This design comes from an exercise in tuning for small area and a short achievable clock period on the open sky130 flow, not from production work.
RTL that was checked went through simulation tests only; none was proved equivalent to the original.
The RTL of runs 1, 2 and 5 was laid out without a check of its function.
Power is estimated from default activity; no workload was simulated.

<file path="flow/config.mk">
export PLATFORM = sky130hd
export DESIGN_NAME = Main
export DESIGN_NICKNAME = Main
export VERILOG_FILES = /design/flow/design.v
export SDC_FILE = /design/flow/constraint.sdc
export NUM_CORES = 4
export LEC_CHECK = 0
export CAP_MARGIN = 20
export CORE_MARGIN = 2
export CORE_UTILIZATION = 40
export SLEW_MARGIN = 20
export SYNTH_HIERARCHICAL = 1
</file>
<file path="flow/constraint.sdc">
create_clock -name core_clock -period 9.0 [get_ports {clk}]
set_input_delay 1.8000 -clock core_clock [delete_from_list [all_inputs] [get_ports {clk}]]
set_output_delay 1.8000 -clock core_clock [all_outputs]
set_load 0.01 [all_outputs]
</file>
<file path="flow/design.v">
`timescale 1ns / 1ps
module Main(
    input clk,
    input [7:0] instruction,
    input reset,
    output [7:0] ReadAddress,
    output [6:0] seg_ten,
    output [6:0] seg_one,
    output led
    );
  wire [1:0] op = instruction[7:6];
  wire [1:0] rs = instruction[5:4];
  wire [1:0] rt = instruction[3:2];
  wire [1:0] x  = instruction[1:0];
  wire [7:0] imm = {{7{x[1]}}, x[0]};
  wire is_add  = (op == 2'b00);
  wire is_lw   = (op == 2'b01);
  wire is_sw   = (op == 2'b10);
  wire is_jump = (op == 2'b11);
  wire [3:0] rsd = {rs == 2'd3, rs == 2'd2, rs == 2'd1, rs == 2'd0};
  wire [3:0] rtd = {rt == 2'd3, rt == 2'd2, rt == 2'd1, rt == 2'd0};
  reg [7:0] R0, R1, R2, R3;
  wire [7:0] A, B, HA;
  wire [3:0] LA;
  genvar b;
  generate
    for (b = 0; b < 8; b = b + 1) begin : rdport
      cpu_ao4 ua (.s(rsd), .d({R3[b], R2[b], R1[b], R0[b]}), .y(A[b]));
      cpu_ao4 ub (.s(rtd), .d({R3[b], R2[b], R1[b], R0[b]}), .y(B[b]));
      cpu_ao4 uh (.s(rsd), .d({R3[4:2] == b, R2[4:2] == b, R1[4:2] == b, R0[4:2] == b}), .y(HA[b]));
    end
    for (b = 0; b < 4; b = b + 1) begin : rdlo
      cpu_ao4 ul (.s(rsd), .d({R3[1:0] == b, R2[1:0] == b, R1[1:0] == b, R0[1:0] == b}), .y(LA[b]));
    end
  endgenerate
  wire [7:0] sum_ab, sum_ai;
  cpu_add8 u_addab (.a(A), .b(B), .s(sum_ab));      
  cpu_addimm u_addai (.a(A), .x(x), .s(sum_ai));    
  wire [3:0] xd = {x == 2'd3, x == 2'd2, x == 2'd1, x == 2'd0};
  wire [3:0] lo;
  cpu_ao4 u_lo0 (.s(xd), .d({LA[1], LA[2], LA[3], LA[0]}), .y(lo[0]));
  cpu_ao4 u_lo1 (.s(xd), .d({LA[2], LA[3], LA[0], LA[1]}), .y(lo[1]));
  cpu_ao4 u_lo2 (.s(xd), .d({LA[3], LA[0], LA[1], LA[2]}), .y(lo[2]));
  cpu_ao4 u_lo3 (.s(xd), .d({LA[0], LA[1], LA[2], LA[3]}), .y(lo[3]));
  wire c2;
  cpu_ao3 u_c2 (.s({x == 2'd3, x[1], x != 2'd0}), .d({LA[1], LA[2], LA[3]}), .y(c2));
  wire [7:0] hc0 = x[1] ? {HA[0], HA[7:1]} : HA;
  wire [7:0] hc1 = x[1] ? HA : {HA[6:0], HA[7]};
  wire [7:0] hi;
  generate
    for (b = 0; b < 8; b = b + 1) begin : hsel
      cpu_mux2 u (.s(c2), .a(hc0[b]), .b(hc1[b]), .y(hi[b]));
    end
  endgenerate
  wire [3:0] lo_sw = lo & {4{is_sw}};
  wire [31:0] mwe;
  genvar i, g;
  generate
    for (i = 0; i < 32; i = i + 1) begin : we
      assign mwe[i] = hi[i / 4] & lo_sw[i % 4];
    end
  endgenerate
  reg [7:0] M [0:31];
  reg [31:0] MV;                 
  wire [3:0] lo_lw = lo & {4{is_lw}};
  wire [7:0] rdm;
  wire written_lw;               
  generate
    for (b = 0; b < 9; b = b + 1) begin : rdmem
      wire [7:0] grp;
      for (g = 0; g < 8; g = g + 1) begin : gr
        if (b < 8) begin : d
          cpu_ao4 u (.s(lo), .d({M[4*g+3][b], M[4*g+2][b], M[4*g+1][b], M[4*g][b]}), .y(grp[g]));
        end else begin : v
          cpu_ao4 u (.s(lo_lw), .d(MV[4*g+3:4*g]), .y(grp[g]));
        end
      end
      if (b < 8) begin : o
        cpu_ao8 u (.s(hi), .d(grp), .y(rdm[b]));
      end else begin : ov
        cpu_ao8 u (.s(hi), .d(grp), .y(written_lw));
      end
    end
  endgenerate
  wire [4:0] addr = sum_ai[4:0];
  wire [7:0] init = {{4{addr[4] & (addr[3:0] != 4'd0)}},
                     addr[4] ? (4'd0 - addr[3:0]) : addr[3:0]};
  wire [7:0] other = is_lw ? init : (is_sw ? sum_ai : sum_ab);
  wire [7:0] W;
  cpu_wmux u_w (.rdm(rdm), .sel(written_lw), .other(other), .w(W));
  wire [3:0] rwe;
  assign rwe[0] = (is_add & (x == 2'd0)) | (is_lw & (rt == 2'd0));
  assign rwe[1] = (is_add & (x == 2'd1)) | (is_lw & (rt == 2'd1));
  assign rwe[2] = (is_add & (x == 2'd2)) | (is_lw & (rt == 2'd2));
  assign rwe[3] = (is_add & (x == 2'd3)) | (is_lw & (rt == 2'd3));
  always @(posedge clk or posedge reset) begin
    if (reset) begin
      R0 <= 8'd0; R1 <= 8'd0; R2 <= 8'd0; R3 <= 8'd0;
    end else begin
      if (rwe[0]) R0 <= W;
      if (rwe[1]) R1 <= W;
      if (rwe[2]) R2 <= W;
      if (rwe[3]) R3 <= W;
    end
  end
  generate
    for (i = 0; i < 32; i = i + 1) begin : mw
      always @(posedge clk)
        if (mwe[i]) M[i] <= B;
    end
  endgenerate
  always @(posedge clk or posedge reset) begin
    if (reset) MV <= 32'd0;
    else MV <= MV | mwe;
  end
  reg [7:0] PC;
  always @(posedge clk or posedge reset) begin
    if (reset) PC <= 8'd0;
    else PC <= PC + 8'd1 + (is_jump ? imm : 8'd0);
  end
  assign ReadAddress = PC;
  assign led = reset;
  cpu_seg7 u_ten (.v(W[7:4]), .seg(seg_ten));
  cpu_seg7 u_one (.v(W[3:0]), .seg(seg_one));
endmodule
module cpu_ao4(input [3:0] s, input [3:0] d, output y);
  assign y = |(s & d);
endmodule
module cpu_ao8(input [7:0] s, input [7:0] d, output y);
  assign y = |(s & d);
endmodule
module cpu_add8(input [7:0] a, input [7:0] b, output [7:0] s);
  assign s = a + b;
endmodule
module cpu_addimm(input [7:0] a, input [1:0] x, output [7:0] s);
  assign s = a + {{7{x[1]}}, x[0]};
endmodule
module cpu_ao3(input [2:0] s, input [2:0] d, output y);
  assign y = |(s & d);
endmodule
module cpu_mux2(input s, input a, input b, output y);
  assign y = s ? b : a;
endmodule
module cpu_wmux(input [7:0] rdm, input sel, input [7:0] other, output [7:0] w);
  assign w = sel ? rdm : other;
endmodule
module cpu_seg7(input [3:0] v, output reg [6:0] seg);
  always @* begin
    case (v)
      4'h0: seg = 7'b0111111;
      4'h1: seg = 7'b0000110;
      4'h2: seg = 7'b1011011;
      4'h3: seg = 7'b1001111;
      4'h4: seg = 7'b1100110;
      4'h5: seg = 7'b1101101;
      4'h6: seg = 7'b1111101;
      4'h7: seg = 7'b0000111;
      4'h8: seg = 7'b1111111;
      4'h9: seg = 7'b1101111;
      4'hA: seg = 7'b1110111;
      4'hB: seg = 7'b1011110;
      4'hC: seg = 7'b0111001;
      4'hD: seg = 7'b1001110;
      4'hE: seg = 7'b1111001;
      default: seg = 7'b1110001;
    endcase
  end
endmodule
</file>
<file path="flow/run.sh">
#!/bin/bash
# synth_recipe.tcl (not shown) runs the flow's synth.tcl, then flattens the netlist and writes it again
# the make line also repeats each setting of config.mk as NAME=value (left out here)
make -C /OpenROAD-flow-scripts/flow DESIGN_CONFIG=/design/flow/config.mk WORK_HOME=/design/flow/orfs CLKGATE_MAP_FILE= SYNTH_SCRIPT=/design/flow/synth_recipe.tcl finish
</file>
==> impl_results.md, run 1 <==
* Root Driver: clkbuf_16
* Peak VDD IR at 0.144 mV
* Cell family with most CP delay: buffers and inverters
* Slowest cell delay on critical path at 0.49 ns
* CP Cell Sequence: clkdlybuf4s50_1 -> and2_1 -> a22oi_1 -> nand2_1 -> a222oi_1 -> inv_1 -> mux2_4 -> a22oi_1 -> nand4_1 -> mux2_4 -> inv_1 -> ha_1 -> nand2_1 -> a21oi_1 -> a21oi_2 -> clkdlybuf4s50_1
* Number of global-route vias before repair at 9627
* Post-synthesis cell type count at 62
* DR WL/cell at 22.0 um
* Non-filler instance count after layout at 1750
* Clock power frac at 23.7%
* First-pass GRT wire length at 59100 um
* Area growth from synthesis to layout at 14.5%
* Setup crit start: instruction[4]
* Setup Skew at 0.0192 ns
* Initial antenna violation count at 0
* Number of buffers added on ports at 32
* Sw frac at 37.4%
* Slew HR at 45.0%
* Die H at 200 um
* Int Pwr at 3.91 mW
* CP bufs+invs at 4
* Rows at 71
* Slowest cell on crit path: a222oi_1
* 1st-iter DRT viols at 930
* CTS tree: done
* # DRC at 0
* Final instance area at 17600 um^2
* Leakage at 6.73 nW
* ANT nets after route at 0
* Unrepaired setup endpoints after global routing: no
* Slew at the pin closest to its max-slew limit at 0.824 ns
* Critical Path AT at 6.64 ns
* CTS resizes at 0
* Number of fill cells at 3319
* Maxcap violations at 0
* Sw power at 2.34 mW
* Worst min path class: reg2reg
* Post-CTS setup buffers at 0
* Final Max Tran Viols at 0
* Setup CP Type: in2out
* Syn Area/Cell at 13.6 um^2
* FF+latch count, synth at 328
* Via density at 5.71
* GRT Residual Overflow at 0
* Main synth FF type: edfxtp_1
* Outcome: complete, no violations
* Crit. End Element: output port
* Largest net degree at the start of global routing at 73
* RePlAce Congestion at 0.877
* Utilization after layout at 46.6%
* Initial Util at 40.7%
* Worst-Skew Late Latency at 0.54 ns
* Crit path required time at 7.20 ns
* Tcrit/Tclk final at 93.7%
* Die area at 40000 um^2
* CORE AREA at 37800 um^2
* Via count at 9989
* Most common cell after layout, fill and taps aside: edfxtp_1
* Mapped Nets at 1175
* Num ports at 33
* Syn Inst Count at 1132
* Final setup violating endpoints at 0
* Warnings, synthesis at 9
* Worst Hold Launch: MV[13]
* Placement Cell Area at 16400 um^2
* Total GRT Usage at 19.6%
* Dpl cells at 1687
* Sequential Power Share at 34.7%
* Total detailed-routing wirelength at 38500 um
* Cts hold-fix bufs at 0
* Post-synth EDFFs at 256
* PwrDens at 355 nW/um^2
* Crit-path max FO at 20
* Min Hold Slack at 0.469 ns
* Final nets at 1256
* Async set or reset register ratio after synthesis at 22.0%
* Clk sinks at 328
* Clock tree buffer depth at 3
* Sequential area share after synthesis at 61.7%
* Number of CTS-inserted buffers at 35
* Clock slew at reported path FFs at 0.06 ns
* CTS H-tree depth at 2
* Layout cells sized above 1 at 14.4%
* Most frequent cells in the layout: edfxtp_1, a22oi_1, nand2_1
* Hold Vio Cnt, Final at 0
* Drt first pass iters at 6
* Reg2reg start: R0[0]
* Antenna diodes at 0
* Comb pwr share at 41.6%
* CP startpoint kind: input port
* Max Freq at 119 MHz
* Post-Syn Area at 15400 um^2
* HPWL Detailed at 24100 um
* Die width at 200 um
* Setup TNS at 0 ns
* Crit path time final at 8.44 ns
Yosys cell counts, types with 7 or more instances:
cell type | count | share of area (%)
dfrtp_1 | 72 | 12
and2_1 | 11 | 0.45
a21oi_1 | 23 | 0.75
a22oi_1 | 248 | 12
edfxtp_1 | 256 | 50
and3_1 | 37 | 1.5
nand2b_1 | 7 | 0.28
mux2_2 | 13 | 0.95
nand3_1 | 9 | 0.29
nor2_1 | 24 | 0.59
buf_6 | 11 | 0.81
mux2_1 | 8 | 0.59
nand2_1 | 130 | 3.2
nor3_1 | 9 | 0.29
nand4_1 | 9 | 0.37
inv_1 | 24 | 0.59
nor3b_1 | 13 | 0.63
mux2_4 | 40 | 3.9
and3b_1 | 8 | 0.46
or2_1 | 27 | 1.1
o21ai_0 | 8 | 0.26
nor2b_1 | 12 | 0.49
ha_1 | 31 | 2.5
xnor2_1 | 14 | 0.80
flip-flops by register name, summed over array words and instances (netlist names):
name  flops
R3        8
MV       32
R2        8
R1        8
M       256
PC        8
R0        8
power by group through the flow:
stage               logic, mW  clock network (mW)  registers, mW
detailed placement       2.58                   0           2.20
finish                   2.60                1.48           2.17
CTS                      2.60                1.51           2.17
floorplan                1.70                   0           2.14
global route             2.84                1.57           2.20
global placement         2.54                   0           2.19
Yosys stat by module (local to each module, per instance):
module | flops+latches | copies in the design | cells inside | area [um^2]
Main | 328 | 1 | 598 | 11700
cpu_add8 | 0 | 1 | 41 | 310
cpu_addimm | 0 | 1 | 41 | 310
cpu_ao3 | 0 | 1 | 2 | 13.8
cpu_ao4 | 0 | 104 | 3 | 18.8
cpu_ao8 | 0 | 9 | 5 | 36.3
cpu_mux2 | 0 | 8 | 1 | 15.0
cpu_seg7 | 0 | 2 | 38 | 273
cpu_wmux | 0 | 1 | 9 | 131
final timing paths:
check | end | depth (start not counted) | slack, ns
worst min-delay path | MV[13] | 1 | 0.47
worst max-delay path | seg_ten[0] | 16 | 0.56
max in group asynchronous | PC[7] | 3 | 6.69
worst min register to register | MV[13] | 1 | 0.47
worst max register to register | R0[2] | 10 | 5.07
min in group asynchronous | R3[2] | 3 | 1.82
worst register-to-register path, cell delays in order (launching register included):
cell and delay (ns):
dfrtp_1 0.46, and2_1 0.19, a22oi_1 0.28, nand2_1 0.19
a222oi_1 0.49, inv_1 0.33, mux2_4 0.46, a22oi_1 0.40
nand4_1 0.26, mux2_4 0.42, mux2_1 0.34
kinds of logic (layout without fill, tap and decap cells):
kind of cell / after synthesis / after routing / synth area share [%]
buf+inv: 41 / 148 / 1.61
flops: 328 / 328 / 61.7
fa+ha+maj: 33 / 33 / 2.78
mux: 67 / 67 / 6.08
compound gates: 320 / 320 / 15.3
simple gates: 326 / 326 / 11.5
xor+xnor: 17 / 17 / 0.969
area by class of cell:
class	instances	area (um^2)	area share (%)
clock inverters	22	256	1.46
clock buffers	41	928	5.28
multi-input cells	763	5650	32.1
well taps	511	639	3.63
inverters	26	98.8	0.562
flip-flops and latches	328	9490	53.9
repair buffers	59	539	3.06
per-stage QoR:
stage               setup WS [ns]  power, mW
detailed placement          0.646       4.77
floorplan                    1.21       3.83
CTS                         0.633       6.28
global placement            0.687       4.74
finish                      0.565       6.25
global route                0.283       6.61
routing by layer:
metal  GRT usage, %  wire length (um)  vias to the layer above
li1               -                 -                     4638
met4           6.42              1070                        0
met3           2.60              2020                       58
met1           27.9             17600                     4998
met5              0                 0                        -
met2           31.2             17800                      295
==> run 2: changes to the inputs <==
--- a/flow/config.mk
+++ b/flow/config.mk
@@ -8,5 +8,6 @@
 export CAP_MARGIN = 20
 export CORE_MARGIN = 2
 export CORE_UTILIZATION = 40
+export SETUP_SLACK_MARGIN = 3.0
 export SLEW_MARGIN = 20
 export SYNTH_HIERARCHICAL = 1
==> run 2 against run 1 <==
  * Still clean
  * Synthesized area did not move
  * Fmax rose by 19%
  * Worst hold slack got worse by 0.0023 ns
  * Clock power fell by 5%
  * Clock-buffer cell count rose by 3
  * Global-route usage rose by 4.2 points
  * Die area did not move
  * Power rose by 14%
  * Critical path type unchanged
  * Critical endpoint is now seg_one[4]
  * Largest cell class unchanged
  * Largest power group unchanged
==> impl_results.md, run 2 <==
* Final instance area at 19300 um^2 (+9.8%)
* CP startpoint kind: input port
* Tcrit/Tclk final at 78.8% (-15 points)
* GRT Residual Overflow at 0 (unchanged)
* Die area at 40000 um^2 (unchanged)
* Most frequent cell after synthesis: edfxtp_1
* Crit path time final at 7.09 ns (-1.34 ns)
* Number of CTS-inserted buffers at 36 (+2.9%)
* Crit path required time at 7.20 ns (about the same)
* Slowest cell delay on critical path at 0.57 ns (+0.08 ns)
* Initial Util at 40.7% (unchanged)
* Antenna diodes at 0 (unchanged)
* Post-synthesis cell type count at 62 (unchanged)
* Initial antenna violation count at 0 (unchanged)
* Via count at 11053 (+11%)
* First-pass GRT wire length at 69900 um (+18%)
* DR WL/cell at 25.3 um (+15%)
* CP Cell Sequence: buf_12 -> and2_4 -> a22oi_2 -> nand2_2 -> a222oi_1 -> inv_2 -> buf_8 -> mux2_4 -> buf_4 -> a22oi_2 -> nand4_1 -> mux2_4 -> buf_6 -> ha_1 -> a211oi_2 -> a21oi_1 -> buf_2
* Slew at the pin closest to its max-slew limit at 0.583 ns (-0.242 ns)
* CP bufs+invs at 6 (+2)
* Outcome: complete, no violations
* Unrepaired setup endpoints after global routing: yes
* Total detailed-routing wirelength at 47300 um (+23%)
* Max Freq at 141 MHz (+19%)
* Sw power at 2.85 mW (+22%)
* PwrDens at 369 nW/um^2 (+3.8%)
* Placement Cell Area at 16700 um^2 (+1.8%)
* Register Area at 9490 um^2 (unchanged)
* Leakage at 7.46 nW (+11%)
* Clk sinks at 328 (unchanged)
* Crit-path max FO at 8 (-60%)
* Top post-synthesis cells by count: edfxtp_1, a22oi_1, nand2_1, dfrtp_1, mux2_4
* Ranking of synthesized cells by area: edfxtp_1, a22oi_1, dfrtp_1, mux2_4, nand2_1
* Reg2reg start: R2[0]
* Worst min path class: reg2reg
* Setup Skew at 0.0237 ns (+0.00445 ns)
* CORE AREA at 37800 um^2 (unchanged)
* Slowest cell on crit path: a222oi_1
* Clock tree buffer depth at 3 (unchanged)
* Worst-Skew Late Latency at 0.53 ns (about the same)
* Syn Inst Count at 1132 (unchanged)
* Die width at 200 um (unchanged)
* Drt first pass iters at 6 (unchanged)
* Async set or reset register ratio after synthesis at 22.0% (unchanged)
* FF+latch count, synth at 328 (unchanged)
* Largest Register: M
* Top-area cell type share of the netlist area at 50.0% (unchanged)
* Sequential area share after synthesis at 61.7% (unchanged)
* Most area-hungry cell type in the Yosys netlist: edfxtp_1
* Cts hold-fix bufs at 0 (unchanged)
* Most common cell after layout, fill and taps aside: edfxtp_1
* Cell family with most CP delay: compound AO/OA/AOI/OAI gates
* Main synth FF type: edfxtp_1
* Syn Area/Cell at 13.6 um^2 (unchanged)
* Most frequent cells in the layout: edfxtp_1, a22oi_1, nand2_1
* Post-synth EDFFs at 256 (unchanged)
* Sequential Power Share at 30.6% (-4.1 points)
* Biggest regs: M (256), MV (32)
* Sw frac at 39.9% (+2.5 points)
* Total GRT Usage at 23.8% (+4.2 points)
* Worst Hold Launch: MV[27]
* ANT nets after route at 0 (unchanged)
* Final nets at 1375 (+9.5%)
* Warnings, synthesis at 9 (unchanged)
* Num ports at 33 (unchanged)
* Layout cells sized above 1 at 31.5% (+17 points)
* Mapped Nets at 1175 (unchanged)
* Die H at 200 um (unchanged)
* Number of buffers added on ports at 32 (unchanged)
* Peak VDD IR at 0.139 mV (-3.5%)
* Area growth from synthesis to layout at 25.7%
* Setup crit start: instruction[4]
* Comb pwr share at 49.6% (+8.0 points)
* Slew HR at 61.2% (+16 points)
* Setup CP Type: in2out
* # DRC at 0 (unchanged)
* HPWL Detailed at 24800 um (+2.9%)
* Final Max Tran Viols at 0 (unchanged)
* Clock slew at reported path FFs at 0.06 ns (about the same)
* 1st-iter DRT viols at 1081 (+16%)
* Final setup violating endpoints at 0 (unchanged)
* Total power at 7.12 mW (+14%)
* Maxcap violations at 0 (unchanged)
* Critical Path AT at 5.29 ns (-1.35 ns)
* CTS tree: done
* Crit. End Element: output port
* Number of global-route vias before repair at 10635 (+10%)
* Number of fill cells at 3166 (-4.6%)
* Max reg flops at 256 (unchanged)
* Hold Vio Cnt, Final at 0 (unchanged)
* Int Pwr at 4.28 mW (+9.4%)
* Clock power frac at 19.8% (-3.9 points)
* RePlAce Congestion at 0.886 (+0.96%)
* Largest net degree at the start of global routing at 73 (unchanged)
* CTS H-tree depth at 2 (unchanged)
* Root Driver: clkbuf_16
* Area of the multi-input gates at 6530 um^2 (+16%)
* Post-Syn Area at 15400 um^2 (unchanged)
* Rows at 71 (unchanged)
* Setup TNS at 0 ns (unchanged)
* Via density at 5.92 (+3.7%)
[run 2: cell type report]
cell class              count  area share (%)
flip-flops and latches    328            49.1
multi-input cells         780            33.8
repair buffers            160            7.39
clock buffers              44            4.92
well taps                 511            3.31
clock inverters            19           0.868
inverters                  26           0.641
[run 2: power groups by stage]
stage	Clock, mW	Combinational, mW	Sequential (mW)
after floorplan	0	1.86	2.14
after global placement	0	2.71	2.20
after detailed placement	0	2.76	2.20
after CTS	1.44	3.39	2.17
after global routing	1.49	3.74	2.20
final	1.41	3.54	2.18
[run 2: timing repair]
action / 4_1_cts / 5_1_grt
pin swaps: 60 / 32
setup buffers: 103 / 6
resized for setup: 173 / 23
gates cloned: 19 / 0
setup endpoints to repair: 14 / 14
[run 2: final timing paths]
kind,slack (ns),to,cells past startpoint
setup / recovery,1.91,seg_one[4],17
hold / removal,0.47,MV[27],1
setup reg to reg,4.82,R0[7],16
hold reg to reg,0.47,MV[27],1
max in group asynchronous,6.67,MV[20],4
min in group asynchronous,1.71,R0[6],3
[run 2: metrics by stage]
step	util (%)	hold slack [ns]	std cells	setup slack, ns
after floorplan	-	0.434	1132	2.52
after global placement	44.2	0.447	1676	0.774
after detailed placement	44.2	0.452	1676	0.746
after CTS	50.7	0.468	1861	2.07
after global routing	51.2	0.479	1868	1.81
final	51.2	0.467	1868	1.91
[run 2: Yosys stat by module, one instance, submodules excluded]
module      cell area (um^2)  cells inside  times used  flops+latches
cpu_mux2                15.0             1           8              0
cpu_addimm               310            41           1              0
cpu_add8                 310            41           1              0
cpu_seg7                 273            38           2              0
cpu_ao8                 36.3             5           9              0
Main                   11700           598           1            328
cpu_ao3                 13.8             2           1              0
cpu_ao4                 18.8             3         104              0
cpu_wmux                 131             9           1              0
[run 2: layer usage]
metal	part of all wire [%]	routed length (um)	track usage, %
met2	47	22100	38.4
met5	0	0	0
met3	6.9	3240	4.40
met1	43	20200	32.3
met4	3.6	1700	8.40
[run 2: logic make-up (layout without fill, tap and decap cells)]
group | after synthesis | after routing | synth area share, %
flip-flops | 328 | 328 | 61.7
AND/OR/NAND/NOR | 326 | 340 | 11.5
AO/OA/AOI/OAI | 320 | 320 | 15.3
multiplexers | 67 | 70 | 6.08
buffers and inverters | 41 | 249 | 1.61
adder cells (fa/ha/maj) | 33 | 33 | 2.78
XOR/XNOR | 17 | 17 | 0.969
==> run 3: changes to the inputs <==
--- a/flow/design.v
+++ b/flow/design.v
@@ -43,7 +43,10 @@
   cpu_ao4 u_lo2 (.s(xd), .d({LA[3], LA[0], LA[1], LA[2]}), .y(lo[2]));
   cpu_ao4 u_lo3 (.s(xd), .d({LA[0], LA[1], LA[2], LA[3]}), .y(lo[3]));
   wire c2;
-  cpu_ao3 u_c2 (.s({x == 2'd3, x[1], x != 2'd0}), .d({LA[1], LA[2], LA[3]}), .y(c2));
+  wire c2_a, c2_b;
+  cpu_aoi22 u_c2a (.a1(x == 2'd3), .a2(LA[1]), .b1(x[1]), .b2(LA[2]), .y(c2_a));
+  cpu_nand2 u_c2b (.a(x != 2'd0), .b(LA[3]), .y(c2_b));
+  cpu_nand2 u_c2 (.a(c2_a), .b(c2_b), .y(c2));
   wire [7:0] hc0 = x[1] ? {HA[0], HA[7:1]} : HA;
   wire [7:0] hc1 = x[1] ? HA : {HA[6:0], HA[7]};
   wire [7:0] hi;
@@ -135,8 +138,11 @@
 module cpu_addimm(input [7:0] a, input [1:0] x, output [7:0] s);
   assign s = a + {{7{x[1]}}, x[0]};
 endmodule
-module cpu_ao3(input [2:0] s, input [2:0] d, output y);
-  assign y = |(s & d);
+module cpu_aoi22(input a1, input a2, input b1, input b2, output y);
+  assign y = ~((a1 & a2) | (b1 & b2));
+endmodule
+module cpu_nand2(input a, input b, output y);
+  assign y = ~(a & b);
 endmodule
 module cpu_mux2(input s, input a, input b, output y);
   assign y = s ? b : a;
--- a/flow/config.mk
+++ b/flow/config.mk
@@ -7,7 +7,8 @@
 export LEC_CHECK = 0
 export CAP_MARGIN = 20
 export CORE_MARGIN = 2
-export CORE_UTILIZATION = 40
-export SETUP_SLACK_MARGIN = 3.0
+export CORE_UTILIZATION = 55
+export CTS_CLUSTER_SIZE = 50
+export SETUP_SLACK_MARGIN = 2.5
 export SLEW_MARGIN = 20
 export SYNTH_HIERARCHICAL = 1
==> run 3 against run 2 <==
  * Critical endpoint is now seg_ten[0]
  * Non-clock buffer count increased by 4
  * Critical path depth increased by 3
  * Die area decreased by 27%
  * Largest power group unchanged
  * Clock power about the same
  * Clock-buffer cell count increased by 4
==> impl_results.md, run 3 <==
* Outcome: complete, no violations
* Layout cells sized above 1 at 32.7% (+1.2 points)
* Crit. End Element: output port
* Ranking of synthesized cells by area: edfxtp_1, a22oi_1, dfrtp_1, mux2_4, nand2_1
* Hold Vio Cnt, Final at 0 (unchanged)
* Largest net degree at the start of global routing at 73 (unchanged)
* Worst Hold Launch: MV[2]
* Top-area cell type share of the netlist area at 50.0% (about the same)
* RePlAce Congestion at 0.897 (+1.3%)
* Multiplexer share of the synthesized area at 6.08% (about the same)
* Post-synthesis cell type count at 61 (-1.6%)
* Die H at 171 um (-14%)
* Main synth FF type: edfxtp_1
* ANT nets after route at 0 (unchanged)
* Total GRT Usage at 32.3% (+8.5 points)
* Warnings, synthesis at 9 (unchanged)
* Most common cell after layout, fill and taps aside: edfxtp_1
* Area share of and/or/nand/nor cells after synthesis at 11.6% (+0.044 points)
* Setup crit start: instruction[5]
* Via density at 6.41 (+8.4%)
* Total power at 7.13 mW (about the same)
* Clk sinks at 328 (unchanged)
* Rows at 61 (-14%)
* FF+latch count, synth at 328 (unchanged)
* Number of CTS-inserted buffers at 36 (unchanged)
* Cts hold-fix bufs at 0 (unchanged)
* Syn Area/Cell at 13.6 um^2 (about the same)
* XOR/XNOR Fraction of Synth Area at 0.968% (about the same)
* Initial antenna violation count at 0 (unchanged)
* Final Max Tran Viols at 0 (unchanged)
* R2r setup slk at 5.15 ns (+0.33 ns)
* HPWL Detailed at 24400 um (-1.6%)
* Leakage at 7.44 nW (-0.19%)
* Clock tree buffer depth at 3 (unchanged)
* Drt first pass iters at 5 (-1)
* Setup Skew at 0.0144 ns (-0.00923 ns)
* Most area-hungry cell type in the Yosys netlist: edfxtp_1
* Post-Syn Area at 15400 um^2 (about the same)
* Area growth from synthesis to layout at 25.5%
* Slew HR at 64.4% (+3.2 points)
* Most frequent cell after synthesis: edfxtp_1
* Via count at 11146 (+0.84%)
* Root Driver: clkbuf_16
* Total detailed-routing wirelength at 46300 um (-1.9%)
* CTS tree: done
* Biggest regs: M (256), MV (32)
* Setup TNS at 0 ns (unchanged)
* Compound-Gate Fraction of Synth Area at 15.3% (about the same)
* CTS H-tree depth at 2 (unchanged)
* Peak VDD IR at 0.188 mV (+36%)
* Number of global-route vias before repair at 10745 (+1.0%)
* Max Freq at 145 MHz (+2.6%)
* Crit path time final at 6.92 ns (-0.176 ns)
* Setup CP Type: in2out
* Num ports at 33 (unchanged)
* 1st-iter DRT viols at 1076 (-0.46%)
* Adder-Cell Fraction of Synth Area at 2.78% (about the same)
* Largest family of logic cells by synthesized area: compound AO/OA/AOI/OAI gates
* Unrepaired setup endpoints after global routing: yes
* Final nets at 1379 (+0.29%)
* PwrDens at 369 nW/um^2 (+0.20%)
* Sequential area share after synthesis at 61.7% (about the same)
* Final setup violating endpoints at 0 (unchanged)
* First-pass GRT wire length at 69200 um (-0.94%)
* Slew at the pin closest to its max-slew limit at 0.534 ns (-0.0486 ns)
* Post-synth EDFFs at 256 (unchanged)
* Antenna diodes at 0 (unchanged)
* Number of buffers added on ports at 32 (unchanged)
* DR WL/cell at 26.7 um (+5.4%)
* Crit-path max FO at 8 (unchanged)
* Tcrit/Tclk final at 76.9% (-2.0 points)
* Die area at 29300 um^2 (-27%)
* CORE AREA at 27600 um^2 (-27%)
* Critical Path AT at 5.12 ns (-0.17 ns)
* Largest Register: M
* Max reg flops at 256 (unchanged)
* Hold path depth at 1 (unchanged)
* Top post-synthesis cells by count: edfxtp_1, a22oi_1, nand2_1, dfrtp_1, mux2_4
* Async set or reset register ratio after synthesis at 22.0% (unchanged)
* # DRC at 0 (unchanged)
* Initial Util at 55.7% (+15 points)
* Worst min path class: reg2reg
* Syn Inst Count at 1133 (+0.088%)
* CP startpoint kind: input port
* Crit Reg-Reg Endpoint: R0[6]
* Die width at 171 um (-14%)
* Most frequent cells in the layout: edfxtp_1, a22oi_1, buf_4
* GRT Residual Overflow at 0 (unchanged)
* Maxcap violations at 0 (unchanged)
* Crit path required time at 7.20 ns (about the same)
* Reg2reg start: R0[0]
* Mapped Nets at 1176 (+0.085%)
* Worst-Skew Late Latency at 0.52 ns (about the same)
* Worst hold endpoint: MV[2]
* Clock slew at reported path FFs at 0.06 ns (about the same)
* Depth of the most critical reg-to-reg path at 15 (-1)
==> run 3: cell types whose count changed in the layout (fill, tap and decap cells not counted), moves of 3 or more <==
| cell | before | now |
|---|---|---|
| buf_8 | 3 | 0 |
| nand2_8 | 6 | 12 |
| buf_2 | 17 | 14 |
| clkbuf_1 | 6 | 10 |
| nand3_1 | 6 | 9 |
| a22oi_2 | 37 | 55 |
| buf_4 | 101 | 113 |
| clkinv_2 | 8 | 5 |
| a22oi_1 | 213 | 196 |
| buf_12 | 7 | 4 |
| nand3_2 | 4 | 1 |
| nand2_4 | 13 | 7 |
==> run 3: stage by stage <==
| stage | std cells | util (%) | area [um^2] | hold WS [ns] | setup WS, ns |
|---|---|---|---|---|---|
| floorplan | 1133 | - | 15600 | 0.434 | 2.50 |
| CTS | 1731 | 68.9 | 19000 | 0.468 | 2.17 |
| global route | 1738 | 69.8 | 19300 | 0.479 | 1.93 |
| finish | 1738 | 69.8 | 19300 | 0.468 | 2.08 |
| detailed placement | 1547 | 59.4 | 16400 | 0.453 | 0.827 |
| global placement | 1547 | 59.4 | 16400 | 0.448 | 0.877 |
==> run 3: Yosys stat by module, one instance, submodules excluded <==
module | cell area, um^2 | flops+latches | copies in the design
cpu_seg7 | 273 | 0 | 2
cpu_aoi22 | 12.5 | 0 | 1
cpu_addimm | 310 | 0 | 1
cpu_add8 | 310 | 0 | 1
cpu_ao8 | 36.3 | 0 | 9
cpu_mux2 | 15.0 | 0 | 8
cpu_ao4 | 18.8 | 0 | 104
cpu_nand2 | 3.75 | 0 | 2
cpu_wmux | 131 | 0 | 1
Main | 11700 | 328 | 1
==> run 3: timing repair <==
item                                    CTS  global route
buffers inserted                        104             6
endpoints found under the setup margin   14            14
pin swaps                                68            27
gates resized for setup                 200            31
cloned                                   18             0
==> run 3: layout make-up <==
| cell class | count | area [um^2] |
|---|---|---|
| inverter | 25 | 120 |
| sequential | 328 | 9490 |
| clock inverter | 14 | 161 |
| tap | 378 | 473 |
| clock buffer | 48 | 977 |
| fill | 1943 | 8330 |
| multi-input combinational | 781 | 6670 |
| timing repair buffer | 164 | 1410 |
==> run 3: worst max path at each step <==
stage,endpoint,slack (ns),cells after the start
2_1_floorplan,seg_one[1],2.50,15
3_3_place_gp,seg_one[3],0.88,17
3_5_place_dp,seg_one[0],0.83,17
4_1_cts,seg_ten[6],2.17,20
5_1_grt,seg_ten[0],1.93,21
6_report,seg_ten[0],2.08,20
==> run 3: worst max-delay path: stages <==
cell     delay [ns]
buf_12         0.12
and2_4         0.19
a22oi_2        0.14
nand2_2        0.14
buf_6          0.14
a22oi_2        0.30
nand2_8        0.15
buf_12         0.17
buf_6          0.13
a22oi_1        0.17
nand2_1        0.12
a22oi_1        0.28
nand4_1        0.19
mux2_4         0.37
inv_6          0.11
ha_4           0.17
nand2_2        0.07
a21oi_2        0.15
a21oi_2        0.03
buf_2          0.13
==> run 3: routing by layer <==
metal  up-vias  global-route usage [%]  part of all wire, %
met3       101                    4.86                  7.6
met2       517                    50.2                   47
li1       4902                       -                    -
met4         0                    12.7                  4.0
met5         -                       0                    0
met1      5626                    46.3                   42
==> run 3: power by group <==
part / leakage (nW) / switching, mW / internal, mW / total [mW]
logic: 3.66 / 2.02 / 1.49 / 3.51
registers: 3.23 / 0.222 / 1.96 / 2.19
clock network: 0.554 / 0.578 / 0.853 / 1.43
total: 7.44 / 2.82 / 4.31 / 7.13
==> run 3: cell families (layout without fill, tap and decap cells) <==
family	after synthesis	in the layout
buffers and inverters	40	251
AO/OA/AOI/OAI	320	320
AND/OR/NAND/NOR	328	342
flip-flops	328	328
multiplexers	67	69
adder cells (fa/ha/maj)	33	33
XOR/XNOR	17	17
==> run 4: changes to the inputs <==
--- a/flow/config.mk
+++ b/flow/config.mk
@@ -8,7 +8,6 @@
 export CAP_MARGIN = 20
 export CORE_MARGIN = 2
 export CORE_UTILIZATION = 55
-export CTS_CLUSTER_SIZE = 50
-export SETUP_SLACK_MARGIN = 2.5
+export SETUP_SLACK_MARGIN = 2.0
 export SLEW_MARGIN = 20
 export SYNTH_HIERARCHICAL = 1
==> run 4 against run 3 <==
  * Combinational power shrank 8.0%
  * Sequential cell count is the same
  * Die area is the same
  * Still clean
  * First-iteration DRC count grew 1.3%
  * Utilization shrank 1.4 points
  * Highest routed layer unchanged
  * Critical endpoint is now seg_ten[4]
  * Cell area shrank 2.0%
  * Largest power group unchanged
  * Wire length shrank 7.9%
==> impl_results.md, run 4 <==
* Hold Vio Cnt, Final at 0 (unchanged)
* CP bufs+invs at 8 (+2)
* Total detailed-routing wirelength at 42700 um (-7.9%)
* Maxcap violations at 0 (unchanged)
* Number of global-route vias before repair at 10217 (-4.9%)
* Num ports at 33 (unchanged)
* Worst hold endpoint: MV[21]
* Antenna diodes at 0 (unchanged)
* RePlAce Congestion at 0.894 (-0.35%)
* Int Pwr at 4.25 mW (-1.4%)
* Top-area cell type share of the netlist area at 50.0% (unchanged)
* Slowest cell on crit path: mux2_4
* Clk sinks at 328 (unchanged)
* Peak VDD IR at 0.171 mV (-9.0%)
* Depth of the most critical reg-to-reg path at 16 (+1)
* Largest Register: M
* Die width at 171 um (unchanged)
* Sw power at 2.67 mW (-5.5%)
* Leakage at 7.28 nW (-2.2%)
* Clock tree buffer depth at 3 (unchanged)
* 1st-iter DRT viols at 1090 (+1.3%)
* Total GRT Usage at 29.3% (-3.0 points)
* PwrDens at 366 nW/um^2 (-1.0%)
* Via density at 6.27 (-2.2%)
* Most area-hungry cell type in the Yosys netlist: edfxtp_1
* Reg2reg start: R2[0]
* Crit. End Element: output port
* Rows at 61 (unchanged)
* Die H at 171 um (unchanged)
* Worst Hold Launch: MV[21]
* Crit-path max FO at 8 (unchanged)
* Most frequent cells in the layout: edfxtp_1, a22oi_1, nand2_1
* Critical Path AT at 5.21 ns (+0.09 ns)
* Via count at 10746 (-3.6%)
* Total power at 6.91 mW (-3.0%)
* Slew HR at 49.5% (-15 points)
* HPWL Detailed at 25000 um (+2.6%)
* Final Max Tran Viols at 0 (unchanged)
* Routing usage on met2 at 45.9% (-4.3 points)
* Placement Cell Area at 16300 um^2 (-0.51%)
* FF+latch count, synth at 328 (unchanged)
* Top post-synthesis cells by count: edfxtp_1, a22oi_1, nand2_1, dfrtp_1, mux2_4
* CTS H-tree depth at 2 (unchanged)
* Max Freq at 143 MHz (-1.3%)
* Sw frac at 38.6% (-1.0 points)
* Outcome: complete, no violations
* CTS tree: done
* DR WL/cell at 24.9 um (-6.6%)
* # DRC at 0 (unchanged)
* Setup CP Type: in2out
* GRT Residual Overflow at 0 (unchanged)
* Clock power frac at 21.5% (+1.4 points)
* Warnings, synthesis at 9 (unchanged)
* ANT nets after route at 0 (unchanged)
* Number of fill cells at 1973 (+1.5%)
* Die area at 29300 um^2 (unchanged)
* Comb pwr share at 46.7% (-2.5 points)
* Area growth from synthesis to layout at 22.9%
* CP startpoint kind: input port
* Hold path depth at 1 (unchanged)
* Main synth FF type: edfxtp_1
* Ranking of synthesized cells by area: edfxtp_1, a22oi_1, dfrtp_1, mux2_4, nand2_1
* Most used routing layer in global routing: met2
* Post-synth EDFFs at 256 (unchanged)
* M1 GR Usage at 43.4% (-2.9 points)
* Area of the multi-input gates at 6360 um^2 (-4.5%)
* Cts hold-fix bufs at 0 (unchanged)
* Number of buffers added on ports at 32 (unchanged)
* First-pass GRT wire length at 63700 um (-8.0%)
* Post-Syn Area at 15400 um^2 (unchanged)
* Cell family with most CP delay: buffers and inverters
* Drt first pass iters at 5 (unchanged)
* Unrepaired setup endpoints after global routing: yes
* CP Cell Sequence: clkdlybuf4s18_2 -> or2_2 -> inv_1 -> a22oi_2 -> nand2_4 -> buf_12 -> buf_12 -> buf_4 -> a22oi_1 -> nand2_1 -> a22oi_2 -> nand4_1 -> mux2_4 -> inv_6 -> buf_4 -> ha_1 -> a211oi_1 -> a21oi_1 -> buf_2
* Register Area at 9490 um^2 (unchanged)
* Async set or reset register ratio after synthesis at 22.0% (unchanged)
* Syn Inst Count at 1133 (unchanged)
* Clock slew at reported path FFs at 0.06 ns (about the same)
* Met3 usage at 4.03% (-0.83 points)
* Initial Util at 55.7% (unchanged)
* Setup Skew at 0.0132 ns (-0.00126 ns)
* Biggest regs: M (256), MV (32)
* Most frequent cell after synthesis: edfxtp_1
* Final instance area at 18900 um^2 (-2.0%)
* Number of CTS-inserted buffers at 36 (unchanged)
* Slowest cell delay on critical path at 0.42 ns (+0.05 ns)
* Initial antenna violation count at 1 (+1)
* Layout cells sized above 1 at 30.0% (-2.7 points)
* Root Driver: clkbuf_16
* Sequential area share after synthesis at 61.7% (unchanged)
* Largest net degree at the start of global routing at 73 (unchanged)
* Crit path required time at 7.20 ns (about the same)
* Final nets at 1351 (-2.0%)
* Worst-Skew Late Latency at 0.53 ns (about the same)
* Setup TNS at 0 ns (unchanged)
* Mapped Nets at 1176 (unchanged)
* Crit Reg-Reg Endpoint: R0[6]
* R2r setup slk at 5.15 ns (about the same)
* Most common cell after layout, fill and taps aside: edfxtp_1
* Crit path time final at 7.01 ns (+0.0909 ns)
* Slew at the pin closest to its max-slew limit at 0.758 ns (+0.223 ns)
* Sequential Power Share at 31.8% (+1.1 points)
* Max reg flops at 256 (unchanged)
* Final setup violating endpoints at 0 (unchanged)
* Syn Area/Cell at 13.6 um^2 (unchanged)
* Post-synthesis cell type count at 61 (unchanged)
* CORE AREA at 27600 um^2 (unchanged)
* Worst min path class: reg2reg
* Tcrit/Tclk final at 77.9% (+1.0 points)
-- run 4: cell counts after synthesis --
No cell type changed its count.
-- run 4: repair_timing --
action / in CTS / in global routing
gates resized for setup: 149 / 81
buffers inserted: 58 / 20
gates cloned: 7 / 1
setup endpoints to repair: 14 / 14
pin swaps: 35 / 49
-- run 4: power by group through the flow --
stage | clock network, mW | logic (mW) | registers [mW]
after detailed placement | 0 | 2.59 | 2.21
after global placement | 0 | 2.56 | 2.21
after global routing | 1.56 | 3.45 | 2.22
after floorplan | 0 | 1.70 | 2.14
final | 1.48 | 3.23 | 2.20
after CTS | 1.50 | 2.98 | 2.19
-- run 4: kinds of logic after synthesis --
kind of cell    count (synthesis)  synth area share [%]
compound gates                320                  15.3
simple gates                  328                  11.6
flops                         328                  61.7
mux                            67                  6.08
xor+xnor                       17                 0.968
buf+inv                        40                  1.59
fa+ha+maj                      33                  2.78
-- run 4: layer usage --
| metal | vias to the layer above | part of all wire [%] |
|---|---|---|
| met3 | 87 | 5.9 |
| met2 | 411 | 46 |
| met5 | - | 0 |
| met4 | 0 | 2.6 |
| li1 | 4836 | - |
| met1 | 5412 | 45 |
-- run 4: area by class of cell --
| type | count | share of cell area (%) |
|---|---|---|
| clock inverter | 14 | 0.966 |
| multi-input combinational | 772 | 33.7 |
| tap | 378 | 2.50 |
| timing repair buffer | 145 | 6.77 |
| inverter | 25 | 0.556 |
| clock buffer | 52 | 5.35 |
| sequential | 328 | 50.2 |
-- run 4: worst max-delay path by stage --
stage	from	endpoint	slack, ns	depth (start not counted)
2_1_floorplan	instruction[3]	seg_ten[1]	2.01	15
3_3_place_gp	instruction[1]	seg_ten[1]	0.81	15
3_5_place_dp	instruction[1]	seg_one[0]	0.79	18
4_1_cts	instruction[5]	seg_one[3]	2.00	19
5_1_grt	instruction[4]	seg_one[4]	1.90	18
6_report	instruction[0]	seg_ten[4]	1.99	19
-- run 4: worst register-to-register path: cells and delay by family (launching register included) --
kind | cells | cell delay, ns
and+or+nand+nor | 5 | 0.83
buffers and inverters | 5 | 0.73
DFF | 1 | 0.48
AOI/OAI and AO/OA | 4 | 1.04
muxes | 2 | 0.66
-- run 4: per-module statistics from Yosys, one instance, submodules excluded --
module      cells  cell area (um^2)  flip-flops and latches
cpu_add8       41               310                       0
cpu_aoi22       1              12.5                       0
cpu_ao4         3              18.8                       0
cpu_seg7       38               273                       0
cpu_addimm     41               310                       0
cpu_nand2       1              3.75                       0
cpu_ao8         5              36.3                       0
cpu_mux2        1              15.0                       0
Main          598             11700                     328
cpu_wmux        9               131                       0
-- run 4: metrics by stage --
step | std cells | setup WS, ns | util, % | hold slack, ns
after floorplan | 1133 | 2.01 | - | 0.434
after global placement | 1562 | 0.805 | 59.1 | 0.453
after detailed placement | 1562 | 0.789 | 59.1 | 0.453
after CTS | 1693 | 2.00 | 67.0 | 0.467
after global routing | 1714 | 1.90 | 68.4 | 0.483
final | 1714 | 1.99 | 68.4 | 0.468
==> run 5: changes to the inputs <==
--- a/flow/design.v
+++ b/flow/design.v
@@ -66,8 +66,8 @@
   reg [7:0] M [0:31];
   reg [31:0] MV;                 
   wire [3:0] lo_lw = lo & {4{is_lw}};
-  wire [7:0] rdm;
-  wire written_lw;               
+  wire [7:0] r0, r1;
+  wire w0, w1;                   
   generate
     for (b = 0; b < 9; b = b + 1) begin : rdmem
       wire [7:0] grp;
@@ -79,9 +79,11 @@
         end
       end
       if (b < 8) begin : o
-        cpu_ao8 u (.s(hi), .d(grp), .y(rdm[b]));
+        cpu_ao8 u0 (.s(hc0), .d(grp), .y(r0[b]));
+        cpu_ao8 u1 (.s(hc1), .d(grp), .y(r1[b]));
       end else begin : ov
-        cpu_ao8 u (.s(hi), .d(grp), .y(written_lw));
+        cpu_ao8 u0 (.s(hc0), .d(grp), .y(w0));
+        cpu_ao8 u1 (.s(hc1), .d(grp), .y(w1));
       end
     end
   endgenerate
@@ -90,7 +92,14 @@
                      addr[4] ? (4'd0 - addr[3:0]) : addr[3:0]};
   wire [7:0] other = is_lw ? init : (is_sw ? sum_ai : sum_ab);
   wire [7:0] W;
-  cpu_wmux u_w (.rdm(rdm), .sel(written_lw), .other(other), .w(W));
+  wire [7:0] y0, y1;
+  generate
+    for (b = 0; b < 8; b = b + 1) begin : wsel
+      cpu_mux2 u0 (.s(w0), .a(other[b]), .b(r0[b]), .y(y0[b]));
+      cpu_mux2 u1 (.s(w1), .a(other[b]), .b(r1[b]), .y(y1[b]));
+      cpu_mux2 u (.s(c2), .a(y0[b]), .b(y1[b]), .y(W[b]));
+    end
+  endgenerate
   wire [3:0] rwe;
   assign rwe[0] = (is_add & (x == 2'd0)) | (is_lw & (rt == 2'd0));
   assign rwe[1] = (is_add & (x == 2'd1)) | (is_lw & (rt == 2'd1));
@@ -147,9 +156,6 @@
 module cpu_mux2(input s, input a, input b, output y);
   assign y = s ? b : a;
 endmodule
-module cpu_wmux(input [7:0] rdm, input sel, input [7:0] other, output [7:0] w);
-  assign w = sel ? rdm : other;
-endmodule
 module cpu_seg7(input [3:0] v, output reg [6:0] seg);
   always @* begin
     case (v)
==> run 5 against run 4 <==
  * Still clean on timing, DRC and antenna
  * Clock-buffer cell count down 5
  * Power rose by 5.6%
  * Global-route usage is 0.60 points higher
  * Cell area up 2.0%
  * Clock power decreased by 5%
  * Utilization decreased by 1.1 points
  * Via count rose by 6.0%
  * First-iteration DRC count grew 10%
  * Critical path depth grew 1
  * Highest routed layer unchanged
==> impl_results.md, run 5 <==
* CTS H-tree depth at 2 (unchanged)
* Layout cells sized above 1 at 29.3% (-0.76 points)
* R2r setup slk at 4.90 ns (-0.25 ns)
* Die width at 174 um (+1.7%)
* Async set or reset register ratio after synthesis at 22.0% (unchanged)
* Cell repeated most along the worst path: a22oi_2
* Most frequent cell after synthesis: a22oi_1
* Final nets at 1373 (+1.6%)
* Outcome: complete, no violations
* ANT nets after route at 0 (unchanged)
* Top post-synthesis cells by count: a22oi_1, edfxtp_1, nand2_1, dfrtp_1, mux2_4
* Max reg flops at 256 (unchanged)
* Number of buffers added on ports at 32 (unchanged)
* Ranking of synthesized cells by area: edfxtp_1, a22oi_1, dfrtp_1, mux2_4, nand2_1
* Number of fill cells at 2072 (+5.0%)
* Crit-path max FO at 8 (unchanged)
* Total power at 7.30 mW (+5.6%)
* Via count at 11388 (+6.0%)
* Critical Path AT at 5.41 ns (+0.20 ns)
* # DRC at 0 (unchanged)
* Slew at the pin closest to its max-slew limit at 0.997 ns (+0.239 ns)
* Syn Area/Cell at 13.4 um^2 (-1.6%)
* Mapped Nets at 1236 (+5.1%)
* 1st-iter DRT viols at 1200 (+10%)
* First-pass GRT wire length at 68800 um (+8.0%)
* Setup TNS at 0 ns (unchanged)
* Hold Vio Cnt, Final at 0 (unchanged)
* Final setup violating endpoints at 0 (unchanged)
* Initial antenna violation count at 0 (-1)
* Clock slew at reported path FFs at 0.06 ns (about the same)
* Number of CTS-inserted buffers at 35 (-2.8%)
* DR WL/cell at 26.1 um (+4.7%)
* Setup crit start: instruction[5]
* Drt first pass iters at 5 (unchanged)
* Worst min path class: reg2reg
* PwrDens at 378 nW/um^2 (+3.5%)
* Final instance area at 19300 um^2 (+2.0%)
* HPWL Detailed at 27100 um (+8.4%)
* Biggest regs: M (256), MV (32)
* Most common cell after layout, fill and taps aside: edfxtp_1
* Main synth FF type: edfxtp_1
* Total detailed-routing wirelength at 45400 um (+6.3%)
* Non-filler instance count after layout at 1741 (+1.6%)
* Worst Hold Launch: MV[15]
* Clk sinks at 328 (unchanged)
* Crit path required time at 7.20 ns (about the same)
* Maxcap violations at 0 (unchanged)
* CP Cell Sequence: buf_12 -> nor2b_4 -> buf_6 -> a22oi_2 -> nand2_2 -> a22oi_2 -> nand2_8 -> and2_4 -> a22oi_2 -> nand2_2 -> a22oi_2 -> nand4_1 -> buf_6 -> buf_4 -> mux2_4 -> mux2_4 -> mux2i_1 -> nor2_2 -> a21oi_2 -> buf_2
* Die H at 174 um (+1.7%)
* Reg2reg start: R0[1]
* Initial Util at 55.7% (about the same)
* Sequential area share after synthesis at 59.6% (-2.2 points)
* Worst-Skew Late Latency at 0.53 ns (about the same)
* Rows at 62 (+1.6%)
* Setup Skew at 0.0185 ns (+0.00532 ns)
* Critical path destination: seg_ten[3]
* GRT Residual Overflow at 0 (unchanged)
* Post-Syn Area at 15900 um^2 (+3.6%)
* Most area-hungry cell type in the Yosys netlist: edfxtp_1
* Antenna diodes at 0 (unchanged)
* Crit path time final at 7.21 ns (+0.202 ns)
* FF+latch count, synth at 328 (unchanged)
* Depth of the most critical reg-to-reg path at 17 (+1)
* Peak VDD IR at 0.205 mV (+20%)
* Slew HR at 33.5% (-16 points)
* Via density at 6.54 (+4.3%)
* Number of global-route vias before repair at 11105 (+8.7%)
* Total GRT Usage at 29.9% (+0.60 points)
* Tcrit/Tclk final at 80.1% (+2.2 points)
* Largest Register: M
* Placement Cell Area at 17000 um^2 (+4.3%)
* Post-synthesis cell type count at 61 (unchanged)
* Setup CP Type: in2out
* Slowest cell on crit path: mux2_4
* Area growth from synthesis to layout at 21.0%
* Slowest cell delay on critical path at 0.37 ns (-0.05 ns)
* Warnings, synthesis at 9 (unchanged)
* Dpl cells at 1617 (+3.5%)
* Die area at 30300 um^2 (+3.5%)
* Max Freq at 139 MHz (-2.8%)
* Most frequent cells in the layout: edfxtp_1, a22oi_1, nand2_1
* CORE AREA at 28600 um^2 (+3.6%)
* Unrepaired setup endpoints after global routing: yes
* Crit. End Element: output port
* Final Max Tran Viols at 0 (unchanged)
* Crit Reg-Reg Endpoint: R0[6]
* Largest net degree at the start of global routing at 73 (unchanged)
* Root Driver: clkbuf_16
* Num ports at 33 (unchanged)
* Post-synth EDFFs at 256 (unchanged)
* Clock tree buffer depth at 3 (unchanged)
* Syn Inst Count at 1193 (+5.3%)
* CP startpoint kind: input port
* RePlAce Congestion at 0.918 (+2.7%)
* Top-area cell type share of the netlist area at 48.2% (-1.7 points)
* CTS tree: done
* Leakage at 7.28 nW (about the same)
-- run 5: cell types whose count changed in the layout (fill, tap and decap cells not counted), sizes merged, moves of 2 or more --
| cell | previous run | this run |
|---|---|---|
| clkinv | 8 | 13 |
| clkbuf | 59 | 48 |
| dlygate4sd2 | 2 | 0 |
| a22oi | 251 | 287 |
| mux2 | 63 | 78 |
| inv | 27 | 25 |
| nand4 | 9 | 18 |
| buf | 121 | 92 |
-- run 5: report_power, final --
part,internal (mW),switching (mW),total [mW]
Combinational,1.55,2.15,3.70
Sequential,1.96,0.223,2.18
Clock,0.820,0.588,1.41
-- run 5: logic make-up after synthesis --
group           share of synthesized area [%]
buf+inv                                  1.46
mux                                      7.37
flops                                    59.6
simple gates                             11.5
xor+xnor                                0.934
compound gates                           16.5
fa+ha+maj                                2.69
-- run 5: critical path, delay by kind of cell --
kind            cells  cell delay (ns)
simple gates        7             0.94
buf+inv             5             0.68
mux                 3             0.91
compound gates      5             1.05
-- run 5: metal layers --
layer / track usage (%) / share of wire, % / up-vias
met5: 0 / 0 / -
met4: 11.1 / 4.2 / 0
met3: 5.14 / 6.4 / 123
met2: 47.9 / 47 / 432
met1: 41.2 / 42 / 5777
li1: - / - / 5056
-- run 5: area by class of cell --
cell class              instances  area, um^2  share of cell area (%)
clock buffers                  47         962                    4.99
clock inverters                17         176                   0.915
repair buffers                107         960                    4.98
multi-input cells             833        7090                    36.8
well taps                     384         480                    2.49
inverters                      25         120                   0.623
flip-flops and latches        328        9490                    49.2
-- run 5: timing repair --
| item | 4_1_cts | 5_1_grt |
|---|---|---|
| pin swaps | 48 | 23 |
| hold buffers | 0 | 0 |
| setup endpoints to repair | 14 | 14 |
| resized for setup | 186 | 42 |
| gates cloned | 8 | 0 |
| buffers inserted | 44 | 8 |
-- run 5: through the flow --
| step | hold slack [ns] | worst slack, ns | utilization, % |
|---|---|---|---|
| 6_report | 0.465 | 1.79 | 67.4 |
| 5_1_grt | 0.481 | 1.70 | 67.4 |
| 4_1_cts | 0.468 | 1.90 | 66.5 |
| 3_5_place_dp | 0.451 | 0.384 | 59.5 |
| 3_3_place_gp | 0.448 | 0.438 | 59.5 |
| 2_1_floorplan | 0.434 | 1.96 | - |
-- run 5: worst min path at each step --
stage | endpoint | slack [ns] | depth (start not counted)
after floorplan | MV[10] | 0.43 | 1
after global placement | MV[11] | 0.45 | 1
after detailed placement | MV[11] | 0.45 | 1
after CTS | MV[18] | 0.47 | 1
after global routing | MV[13] | 0.48 | 1
final | MV[15] | 0.46 | 1
-- run 5: Yosys stat by module, one instance, submodules excluded --
module	cells inside	flip-flops and latches	times used
cpu_ao4	3	0	104
cpu_nand2	1	0	2
Main	598	328	1
cpu_aoi22	1	0	1
cpu_add8	41	0	1
cpu_addimm	41	0	1
cpu_mux2	1	0	32
cpu_ao8	5	0	18
cpu_seg7	38	0	2

what the ideal ports hide:
In the flow no input, the clock included, has a driving cell. The finished layouts below were timed again as built, in two steps.
Step 1 assumes that a clkbuf_16 drives the clock port and a buf_2 every other input.
Step 2, shift: input delay + t, output delay - t, t = (earliest + latest rising clock arrival at the registers) / 2. This alone moves slack from input paths to output paths.
Slacks: ideal ports / drivers / drivers and shift; pairs: ideal ports / drivers.
run | t, ns | setup slack, ns | worst setup path at the end | worst data-port slew with drivers (ns)
run 1 | 0.579 | 0.565 / 0.542 / 0.542 | input to output | 0.04
run 2 | 0.572 | 1.906 / 1.855 / 1.855 | input to output | 0.07
run 3 | 0.561 | 2.083 / 2.036 / 2.036 | input to output | 0.06
run 4 | 0.577 | 1.992 / 1.945 / 1.945 | input to output | 0.06
run 5 | 0.570 | 1.790 / 1.734 / 1.734 | input to output | 0.07
After both steps every run listed still meets setup and hold. For run 5, which loses most, drivers alone change the setup slack by -0.056 ns; drivers and shift together by -0.056 ns.
